Context: an optimization exercise on an open-source flow, tuned for small area and a short achievable clock period. The choices shown serve that exercise and are no tape-out recipe.
Power is estimated from default activity; no workload was simulated.

==> v30 <==
==> flow/design.v <==
`timescale 1ns / 1ps
module mod (
    input logic clk,
    input logic reset,
    input logic [15:0] samp,
    output logic pull,
    output logic pdata
);
    localparam logic [39:0] TH = 40'h00014CCCCC;
    logic [7:0]  cnt;
    logic [15:0] sv;
    logic [39:2] xb;
    logic [39:8] pb;
    logic [0:0] q;
    logic [5:1] cx, cx_n;
    logic [3:1] cp, cp_n;
    logic        q_out;     
    logic        pull_r;    
    wire [39:0] xt = {xb, 2'b00} + ({39'd0, cx[1]} << 8) + ({39'd0, cx[2]} << 14) + ({39'd0, cx[3]} << 20) + ({39'd0, cx[4]} << 26) + ({39'd0, cx[5]} << 32);
    wire c0 = (xt >= TH) && !xt[39];
    wire c1 = (xt >= (TH << 1)) && (xt < (40'h8000000000 + TH));
    wire s1 = xb[8] ^ pb[8] ^ q[0];
    wire c2 = (xb[8] & pb[8]) | (xb[8] & q[0]) | (pb[8] & q[0]);
    wire s3 = xb[9] ^ pb[9] ^ q[0];
    wire c4 = (xb[9] & pb[9]) | (xb[9] & q[0]) | (pb[9] & q[0]);
    wire s5 = xb[10] ^ pb[10];
    wire c6 = xb[10] & pb[10];
    wire s7 = xb[11] ^ pb[11];
    wire c8 = xb[11] & pb[11];
    wire s9 = xb[12] ^ pb[12] ^ q[0];
    wire c10 = (xb[12] & pb[12]) | (xb[12] & q[0]) | (pb[12] & q[0]);
    wire s11 = xb[13] ^ pb[13] ^ q[0];
    wire c12 = (xb[13] & pb[13]) | (xb[13] & q[0]) | (pb[13] & q[0]);
    wire s13 = xb[14] ^ pb[14] ^ cp[1];
    wire c14 = (xb[14] & pb[14]) | (xb[14] & cp[1]) | (pb[14] & cp[1]);
    wire s15 = xb[15] ^ pb[15];
    wire c16 = xb[15] & pb[15];
    wire s17 = xb[16] ^ pb[16] ^ q[0];
    wire c18 = (xb[16] & pb[16]) | (xb[16] & q[0]) | (pb[16] & q[0]);
    wire s19 = xb[17] ^ pb[17] ^ q[0];
    wire c20 = (xb[17] & pb[17]) | (xb[17] & q[0]) | (pb[17] & q[0]);
    wire s21 = xb[18] ^ pb[18];
    wire c22 = xb[18] & pb[18];
    wire s23 = xb[19] ^ pb[19] ^ cp[2];
    wire c24 = (xb[19] & pb[19]) | (xb[19] & cp[2]) | (pb[19] & cp[2]);
    wire s25 = xb[20] ^ pb[20] ^ q[0];
    wire c26 = (xb[20] & pb[20]) | (xb[20] & q[0]) | (pb[20] & q[0]);
    wire s27 = xb[21] ^ pb[21] ^ q[0];
    wire c28 = (xb[21] & pb[21]) | (xb[21] & q[0]) | (pb[21] & q[0]);
    wire s29 = xb[22] ^ pb[22];
    wire c30 = xb[22] & pb[22];
    wire s31 = xb[23] ^ pb[23] ^ q[0];
    wire c32 = (xb[23] & pb[23]) | (xb[23] & q[0]) | (pb[23] & q[0]);
    wire s33 = xb[24] ^ pb[24] ^ q[0];
    wire c34 = (xb[24] & pb[24]) | (xb[24] & q[0]) | (pb[24] & q[0]);
    wire s35 = xb[25] ^ pb[25] ^ cp[3];
    wire c36 = (xb[25] & pb[25]) | (xb[25] & cp[3]) | (pb[25] & cp[3]);
    wire s37 = xb[26] ^ pb[26] ^ q[0];
    wire c38 = (xb[26] & pb[26]) | (xb[26] & q[0]) | (pb[26] & q[0]);
    wire s39 = xb[27] ^ pb[27] ^ q[0];
    wire c40 = (xb[27] & pb[27]) | (xb[27] & q[0]) | (pb[27] & q[0]);
    wire s41 = xb[28] ^ pb[28] ^ q[0];
    wire c42 = (xb[28] & pb[28]) | (xb[28] & q[0]) | (pb[28] & q[0]);
    wire s43 = xb[29] ^ pb[29] ^ q[0];
    wire c44 = (xb[29] & pb[29]) | (xb[29] & q[0]) | (pb[29] & q[0]);
    wire s45 = xb[30] ^ pb[30] ^ q[0];
    wire c46 = (xb[30] & pb[30]) | (xb[30] & q[0]) | (pb[30] & q[0]);
    wire s47 = xb[31] ^ pb[31] ^ q[0];
    wire c48 = (xb[31] & pb[31]) | (xb[31] & q[0]) | (pb[31] & q[0]);
    wire s49 = xb[32] ^ pb[32] ^ q[0];
    wire c50 = (xb[32] & pb[32]) | (xb[32] & q[0]) | (pb[32] & q[0]);
    wire s51 = xb[33] ^ pb[33] ^ q[0];
    wire c52 = (xb[33] & pb[33]) | (xb[33] & q[0]) | (pb[33] & q[0]);
    wire s53 = xb[34] ^ pb[34] ^ q[0];
    wire c54 = (xb[34] & pb[34]) | (xb[34] & q[0]) | (pb[34] & q[0]);
    wire s55 = xb[35] ^ pb[35] ^ q[0];
    wire c56 = (xb[35] & pb[35]) | (xb[35] & q[0]) | (pb[35] & q[0]);
    wire s57 = xb[36] ^ pb[36] ^ q[0];
    wire c58 = (xb[36] & pb[36]) | (xb[36] & q[0]) | (pb[36] & q[0]);
    wire s59 = xb[37] ^ pb[37] ^ q[0];
    wire c60 = (xb[37] & pb[37]) | (xb[37] & q[0]) | (pb[37] & q[0]);
    wire s61 = xb[38] ^ pb[38] ^ q[0];
    wire c62 = (xb[38] & pb[38]) | (xb[38] & q[0]) | (pb[38] & q[0]);
    wire s63 = xb[39] ^ pb[39] ^ q[0];
    wire c64 = (xb[39] & pb[39]) | (xb[39] & q[0]) | (pb[39] & q[0]);
    wire [6:0] xs65 = {1'b0, xb[7], xb[6], xb[5], xb[4], xb[3], xb[2]} + {1'b0, 1'b0, 1'b0, q[0], q[0], 1'b0, q[0]} + 7'(1'b0);
    assign cx_n[1] = xs65[6];
    wire [6:0] xs66 = {1'b0, s11, s9, s7, s5, s3, s1} + {1'b0, c10, c8, c6, c4, c2, 1'b0} + 7'(cx[1]);
    assign cx_n[2] = xs66[6];
    wire [6:0] xs67 = {1'b0, s23, s21, s19, s17, s15, s13} + {1'b0, c22, c20, c18, c16, c14, c12} + 7'(cx[2]);
    assign cx_n[3] = xs67[6];
    wire [6:0] xs68 = {1'b0, s35, s33, s31, s29, s27, s25} + {1'b0, c34, c32, c30, c28, c26, c24} + 7'(cx[3]);
    assign cx_n[4] = xs68[6];
    wire [6:0] xs69 = {1'b0, s47, s45, s43, s41, s39, s37} + {1'b0, c46, c44, c42, c40, c38, c36} + 7'(cx[4]);
    assign cx_n[5] = xs69[6];
    wire [8:0] xs70 = {1'b0, s63, s61, s59, s57, s55, s53, s51, s49} + {1'b0, c62, c60, c58, c56, c54, c52, c50, c48} + 9'(cx[5]);
    wire [6:0] ps71 = {1'b0, pb[13], pb[12], pb[11], pb[10], pb[9], pb[8]} + {1'b0, sv[5], sv[4], sv[3], sv[2], sv[1], sv[0]} + 7'(1'b0);
    assign cp_n[1] = ps71[6];
    wire [5:0] ps72 = {1'b0, pb[18], pb[17], pb[16], pb[15], pb[14]} + {1'b0, sv[10], sv[9], sv[8], sv[7], sv[6]} + 6'(cp[1]);
    assign cp_n[2] = ps72[5];
    wire [6:0] ps73 = {1'b0, pb[24], pb[23], pb[22], pb[21], pb[20], pb[19]} + {1'b0, q[0], sv[15], sv[14], sv[13], sv[12], sv[11]} + 7'(cp[2]);
    assign cp_n[3] = ps73[6];
    wire [15:0] ps74 = {1'b0, pb[39], pb[38], pb[37], pb[36], pb[35], pb[34], pb[33], pb[32], pb[31], pb[30], pb[29], pb[28], pb[27], pb[26], pb[25]} + {1'b0, q[0], q[0], q[0], q[0], q[0], q[0], q[0], q[0], q[0], q[0], q[0], q[0], q[0], q[0], q[0]} + 16'(cp[3]);
    wire [39:2] xb_n = {xs70[7], xs70[6], xs70[5], xs70[4], xs70[3], xs70[2], xs70[1], xs70[0], xs69[5], xs69[4], xs69[3], xs69[2], xs69[1], xs69[0], xs68[5], xs68[4], xs68[3], xs68[2], xs68[1], xs68[0], xs67[5], xs67[4], xs67[3], xs67[2], xs67[1], xs67[0], xs66[5], xs66[4], xs66[3], xs66[2], xs66[1], xs66[0], xs65[5], xs65[4], xs65[3], xs65[2], xs65[1], xs65[0]};
    wire [39:8] pb_n = {ps74[14], ps74[13], ps74[12], ps74[11], ps74[10], ps74[9], ps74[8], ps74[7], ps74[6], ps74[5], ps74[4], ps74[3], ps74[2], ps74[1], ps74[0], ps73[5], ps73[4], ps73[3], ps73[2], ps73[1], ps73[0], ps72[4], ps72[3], ps72[2], ps72[1], ps72[0], ps71[5], ps71[4], ps71[3], ps71[2], ps71[1], ps71[0]};
    always_ff @(posedge clk or posedge reset) begin
        if (reset) begin
            cnt <= 8'hFF;
            pull_r <= 1'b1;
            sv  <= '0;
            xb  <= '0;
            pb  <= '0;
            q   <= '0;
            q_out <= 1'b0;
            cx  <= '0;
            cp  <= '0;
        end else begin
            cnt <= cnt + 8'd1;
            pull_r <= (cnt == 8'hFE);
            if (cnt == 8'hFF) sv <= samp;
            xb  <= xb_n;
            pb  <= pb_n;
            cx  <= cx_n;
            cp  <= cp_n;
            q[0] <= q[0] ? c1 : c0;
            q_out <= q_out ? c1 : c0;
        end
    end
    assign pull  = pull_r;
    assign pdata = q_out;
endmodule
==> flow/flow/run.sh <==
#!/bin/bash
# The standard layout (the standard.sh), but without Yosys's full-adder
# extraction (ADDER_MAP_FILE empty): ABC then maps the adders itself, into
# faster gates than the fixed sky130 fa/ha cells. Registers are unchanged.
set -euo pipefail
bash standard.sh ADDER_MAP_FILE=  finish > standard_flow.log 2>&1
==> flow/standard.sh <==
#!/bin/bash
# synth_recipe.tcl (not shown) runs the flow's synth.tcl, then flattens the netlist and writes it again
# the make line also repeats each setting of config.mk as NAME=value (left out here)
make -C /OpenROAD-flow-scripts/flow DESIGN_CONFIG=/design/flow/config.mk WORK_HOME=/design/flow/orfs CLKGATE_MAP_FILE= SYNTH_SCRIPT=/design/flow/synth_recipe.tcl "${@:-finish}"
==> flow/config.mk <==
export PLATFORM = sky130hd
export DESIGN_NAME = mod
export DESIGN_NICKNAME = mod
export VERILOG_FILES = /design/flow/design.v
export SDC_FILE = /design/flow/constraint.sdc
export NUM_CORES = 4
export LEC_CHECK = 0
export ABC_AREA = 1
export CAP_MARGIN = 20
export CORE_MARGIN = 2
export CORE_UTILIZATION = 40
export SETUP_SLACK_MARGIN = 2.8
export SLEW_MARGIN = 20
==> flow/constraint.sdc <==
create_clock -name core_clock -period 5.2 [get_ports {clk}]
set_input_delay 1.0400 -clock core_clock [delete_from_list [all_inputs] [get_ports {clk}]]
set_output_delay 1.0400 -clock core_clock [all_outputs]
set_load 0.01 [all_outputs]
==> v17: changes against v30 <==
==> flow/design.v, changed modules only <==
module mod (
    input logic clk,
    input logic reset,
    input logic [15:0] samp,
    output logic pull,
    output logic pdata
);
    localparam logic [39:0] TH = 40'h00014CCCCC;
    logic [7:0]  cnt;
    logic [15:0] sv;
    logic [39:2] xb;
    logic [39:8] pb;
    logic [0:0] q;
    logic [4:1] cx, cx_n;
    logic [3:1] cp, cp_n;
    logic        q_out;     
    logic        pull_r;    
    wire [39:0] xt = {xb, 2'b00} + ({39'd0, cx[1]} << 10) + ({39'd0, cx[2]} << 18) + ({39'd0, cx[3]} << 26) + ({39'd0, cx[4]} << 33);
    wire c0 = (xt >= TH) && !xt[39];
    wire c1 = (xt >= (TH << 1)) && (xt < (40'h8000000000 + TH));
    wire s1 = xb[8] ^ pb[8] ^ q[0];
    wire c2 = (xb[8] & pb[8]) | (xb[8] & q[0]) | (pb[8] & q[0]);
    wire s3 = xb[9] ^ pb[9] ^ q[0];
    wire c4 = (xb[9] & pb[9]) | (xb[9] & q[0]) | (pb[9] & q[0]);
    wire s5 = xb[10] ^ pb[10];
    wire c6 = xb[10] & pb[10];
    wire s7 = xb[11] ^ pb[11];
    wire c8 = xb[11] & pb[11];
    wire s9 = xb[12] ^ pb[12] ^ q[0];
    wire c10 = (xb[12] & pb[12]) | (xb[12] & q[0]) | (pb[12] & q[0]);
    wire s11 = xb[13] ^ pb[13] ^ q[0];
    wire c12 = (xb[13] & pb[13]) | (xb[13] & q[0]) | (pb[13] & q[0]);
    wire s13 = xb[14] ^ pb[14];
    wire c14 = xb[14] & pb[14];
    wire s15 = xb[15] ^ pb[15] ^ cp[1];
    wire c16 = (xb[15] & pb[15]) | (xb[15] & cp[1]) | (pb[15] & cp[1]);
    wire s17 = xb[16] ^ pb[16] ^ q[0];
    wire c18 = (xb[16] & pb[16]) | (xb[16] & q[0]) | (pb[16] & q[0]);
    wire s19 = xb[17] ^ pb[17] ^ q[0];
    wire c20 = (xb[17] & pb[17]) | (xb[17] & q[0]) | (pb[17] & q[0]);
    wire s21 = xb[18] ^ pb[18];
    wire c22 = xb[18] & pb[18];
    wire s23 = xb[19] ^ pb[19];
    wire c24 = xb[19] & pb[19];
    wire s25 = xb[20] ^ pb[20] ^ q[0];
    wire c26 = (xb[20] & pb[20]) | (xb[20] & q[0]) | (pb[20] & q[0]);
    wire s27 = xb[21] ^ pb[21] ^ q[0];
    wire c28 = (xb[21] & pb[21]) | (xb[21] & q[0]) | (pb[21] & q[0]);
    wire s29 = xb[22] ^ pb[22] ^ cp[2];
    wire c30 = (xb[22] & pb[22]) | (xb[22] & cp[2]) | (pb[22] & cp[2]);
    wire s31 = xb[23] ^ pb[23] ^ q[0];
    wire c32 = (xb[23] & pb[23]) | (xb[23] & q[0]) | (pb[23] & q[0]);
    wire s33 = xb[24] ^ pb[24] ^ q[0];
    wire c34 = (xb[24] & pb[24]) | (xb[24] & q[0]) | (pb[24] & q[0]);
    wire s35 = xb[25] ^ pb[25] ^ cp[3];
    wire c36 = (xb[25] & pb[25]) | (xb[25] & cp[3]) | (pb[25] & cp[3]);
    wire s37 = xb[26] ^ pb[26] ^ q[0];
    wire c38 = (xb[26] & pb[26]) | (xb[26] & q[0]) | (pb[26] & q[0]);
    wire s39 = xb[27] ^ pb[27] ^ q[0];
    wire c40 = (xb[27] & pb[27]) | (xb[27] & q[0]) | (pb[27] & q[0]);
    wire s41 = xb[28] ^ pb[28] ^ q[0];
    wire c42 = (xb[28] & pb[28]) | (xb[28] & q[0]) | (pb[28] & q[0]);
    wire s43 = xb[29] ^ pb[29] ^ q[0];
    wire c44 = (xb[29] & pb[29]) | (xb[29] & q[0]) | (pb[29] & q[0]);
    wire s45 = xb[30] ^ pb[30] ^ q[0];
    wire c46 = (xb[30] & pb[30]) | (xb[30] & q[0]) | (pb[30] & q[0]);
    wire s47 = xb[31] ^ pb[31] ^ q[0];
    wire c48 = (xb[31] & pb[31]) | (xb[31] & q[0]) | (pb[31] & q[0]);
    wire s49 = xb[32] ^ pb[32] ^ q[0];
    wire c50 = (xb[32] & pb[32]) | (xb[32] & q[0]) | (pb[32] & q[0]);
    wire s51 = xb[33] ^ pb[33] ^ q[0];
    wire c52 = (xb[33] & pb[33]) | (xb[33] & q[0]) | (pb[33] & q[0]);
    wire s53 = xb[34] ^ pb[34] ^ q[0];
    wire c54 = (xb[34] & pb[34]) | (xb[34] & q[0]) | (pb[34] & q[0]);
    wire s55 = xb[35] ^ pb[35] ^ q[0];
    wire c56 = (xb[35] & pb[35]) | (xb[35] & q[0]) | (pb[35] & q[0]);
    wire s57 = xb[36] ^ pb[36] ^ q[0];
    wire c58 = (xb[36] & pb[36]) | (xb[36] & q[0]) | (pb[36] & q[0]);
    wire s59 = xb[37] ^ pb[37] ^ q[0];
    wire c60 = (xb[37] & pb[37]) | (xb[37] & q[0]) | (pb[37] & q[0]);
    wire s61 = xb[38] ^ pb[38] ^ q[0];
    wire c62 = (xb[38] & pb[38]) | (xb[38] & q[0]) | (pb[38] & q[0]);
    wire s63 = xb[39] ^ pb[39] ^ q[0];
    wire c64 = (xb[39] & pb[39]) | (xb[39] & q[0]) | (pb[39] & q[0]);
    wire [8:0] xs65 = {1'b0, s3, s1, xb[7], xb[6], xb[5], xb[4], xb[3], xb[2]} + {1'b0, c2, 1'b0, 1'b0, 1'b0, q[0], q[0], 1'b0, q[0]} + 9'(1'b0);
    assign cx_n[1] = xs65[8];
    wire [8:0] xs66 = {1'b0, s19, s17, s15, s13, s11, s9, s7, s5} + {1'b0, c18, c16, c14, c12, c10, c8, c6, c4} + 9'(cx[1]);
    assign cx_n[2] = xs66[8];
    wire [8:0] xs67 = {1'b0, s35, s33, s31, s29, s27, s25, s23, s21} + {1'b0, c34, c32, c30, c28, c26, c24, c22, c20} + 9'(cx[2]);
    assign cx_n[3] = xs67[8];
    wire [7:0] xs68 = {1'b0, s49, s47, s45, s43, s41, s39, s37} + {1'b0, c48, c46, c44, c42, c40, c38, c36} + 8'(cx[3]);
    assign cx_n[4] = xs68[7];
    wire [7:0] xs69 = {1'b0, s63, s61, s59, s57, s55, s53, s51} + {1'b0, c62, c60, c58, c56, c54, c52, c50} + 8'(cx[4]);
    wire [7:0] ps70 = {1'b0, pb[14], pb[13], pb[12], pb[11], pb[10], pb[9], pb[8]} + {1'b0, sv[6], sv[5], sv[4], sv[3], sv[2], sv[1], sv[0]} + 8'(1'b0);
    assign cp_n[1] = ps70[7];
    wire [7:0] ps71 = {1'b0, pb[21], pb[20], pb[19], pb[18], pb[17], pb[16], pb[15]} + {1'b0, sv[13], sv[12], sv[11], sv[10], sv[9], sv[8], sv[7]} + 8'(cp[1]);
    assign cp_n[2] = ps71[7];
    wire [3:0] ps72 = {1'b0, pb[24], pb[23], pb[22]} + {1'b0, q[0], sv[15], sv[14]} + 4'(cp[2]);
    assign cp_n[3] = ps72[3];
    wire [15:0] ps73 = {1'b0, pb[39], pb[38], pb[37], pb[36], pb[35], pb[34], pb[33], pb[32], pb[31], pb[30], pb[29], pb[28], pb[27], pb[26], pb[25]} + {1'b0, q[0], q[0], q[0], q[0], q[0], q[0], q[0], q[0], q[0], q[0], q[0], q[0], q[0], q[0], q[0]} + 16'(cp[3]);
    wire [39:2] xb_n = {xs69[6], xs69[5], xs69[4], xs69[3], xs69[2], xs69[1], xs69[0], xs68[6], xs68[5], xs68[4], xs68[3], xs68[2], xs68[1], xs68[0], xs67[7], xs67[6], xs67[5], xs67[4], xs67[3], xs67[2], xs67[1], xs67[0], xs66[7], xs66[6], xs66[5], xs66[4], xs66[3], xs66[2], xs66[1], xs66[0], xs65[7], xs65[6], xs65[5], xs65[4], xs65[3], xs65[2], xs65[1], xs65[0]};
    wire [39:8] pb_n = {ps73[14], ps73[13], ps73[12], ps73[11], ps73[10], ps73[9], ps73[8], ps73[7], ps73[6], ps73[5], ps73[4], ps73[3], ps73[2], ps73[1], ps73[0], ps72[2], ps72[1], ps72[0], ps71[6], ps71[5], ps71[4], ps71[3], ps71[2], ps71[1], ps71[0], ps70[6], ps70[5], ps70[4], ps70[3], ps70[2], ps70[1], ps70[0]};
    always_ff @(posedge clk or posedge reset) begin
        if (reset) begin
            cnt <= 8'hFF;
            pull_r <= 1'b1;
            sv  <= '0;
            xb  <= '0;
            pb  <= '0;
            q   <= '0;
            q_out <= 1'b0;
            cx  <= '0;
            cp  <= '0;
        end else begin
            cnt <= cnt + 8'd1;
            pull_r <= (cnt == 8'hFE);
            if (cnt == 8'hFF) sv <= samp;
            xb  <= xb_n;
            pb  <= pb_n;
            cx  <= cx_n;
            cp  <= cp_n;
            q[0] <= q[0] ? c1 : c0;
            q_out <= q_out ? c1 : c0;
        end
    end
    assign pull  = pull_r;
    assign pdata = q_out;
endmodule
==> v19: changes against v30 <==
--- a/flow/config.mk
+++ b/flow/config.mk
@@ -9,5 +9,5 @@
 export CAP_MARGIN = 20
 export CORE_MARGIN = 2
 export CORE_UTILIZATION = 40
-export SETUP_SLACK_MARGIN = 2.8
+export SETUP_SLACK_MARGIN = 2.5
 export SLEW_MARGIN = 20
==> qor summary <==
quantity	v19	v17	v30
Final clock skew	0.0104 ns	0.00655 ns	0.0101 ns
Setup crit end kind	register	output port	output port
Die H	146 um	144 um	146 um
Mean cell area of the mapped netlist	6.70 um2	6.74 um2	6.70 um2
Total standard cell area after synthesis	8050 um2	7840 um2	8050 um2
Status	no timing/DRC/antenna violations	no timing/DRC/antenna violations	no timing/DRC/antenna violations
Pint	0.00117 W	0.00116 W	0.00117 W
Cells after DPL	1,476	1,438	1,476
Final weighted congestion in routability-driven placement	0.936	0.890	0.936
Worst setup path endpoint	q	pdata	pdata
XOR/XNOR share of the synthesized area	0.112	0.124	0.112
Die width	146 um	144 um	146 um
Number of cell instances on the worst register-to-register path	15	12	13
First-pass GRT wire length	30,000 um	29,000 um	30,000 um
Detailed route wirelength on metal3	526 um	575 um	605 um
Power of the combinational group	0.0000302 W	0.0000304 W	0.0000302 W
Placed instance area	8510 um2	8300 um2	8510 um2
Standby leakage power	4.56 nW	4.58 nW	4.68 nW
Endpoint arrival time on the critical path	2.72 ns	1.29 ns	1.26 ns
Flip-flop and latch power	0.000816 W	0.000808 W	0.000816 W
Dpl ws	2.60 ns	2.61 ns	2.60 ns
Global-route track usage on met3	0.0270	0.0341	0.0270
No run of this note included a check of the RTL's function; only the layout flow was run.

[port drivers added, routing unchanged]
Ports are ideal in the flow. The routed layouts listed here were re-timed in OpenROAD. Step 1: set_driving_cell puts a clkbuf_16 on clk and a buf_2 on each other input, an assumption about the parent block. Step 2 moves the port delays by t, midway between the first and last clock arrival at a register: inputs arrive t later, outputs are due t later. That takes back most of the time a late clock gives input paths. Three values: ideal, step 1, step 2; two values: the first two.
run	t, ns	setup WS [ns]	worst setup path after step 2	clock arrival spread, ns	worst register clock-pin slew, ns
v30	0.400	2.902 / 2.856 / 2.802	input, reset recovery	0.012 / 0.012	0.08 / 0.08
v17	0.407	2.868 / 2.823 / 2.723	input, reset recovery	0.011 / 0.011	0.08 / 0.08
v19	0.399	2.709 / 2.709 / 2.709	register to register	0.012 / 0.012	0.08 / 0.08
After both steps every run listed still meets setup and hold. For v17, which loses most, drivers alone change the setup slack by -0.045 ns; drivers and shift together by -0.145 ns. The worst setup slack also covers recovery checks on asynchronous resets.
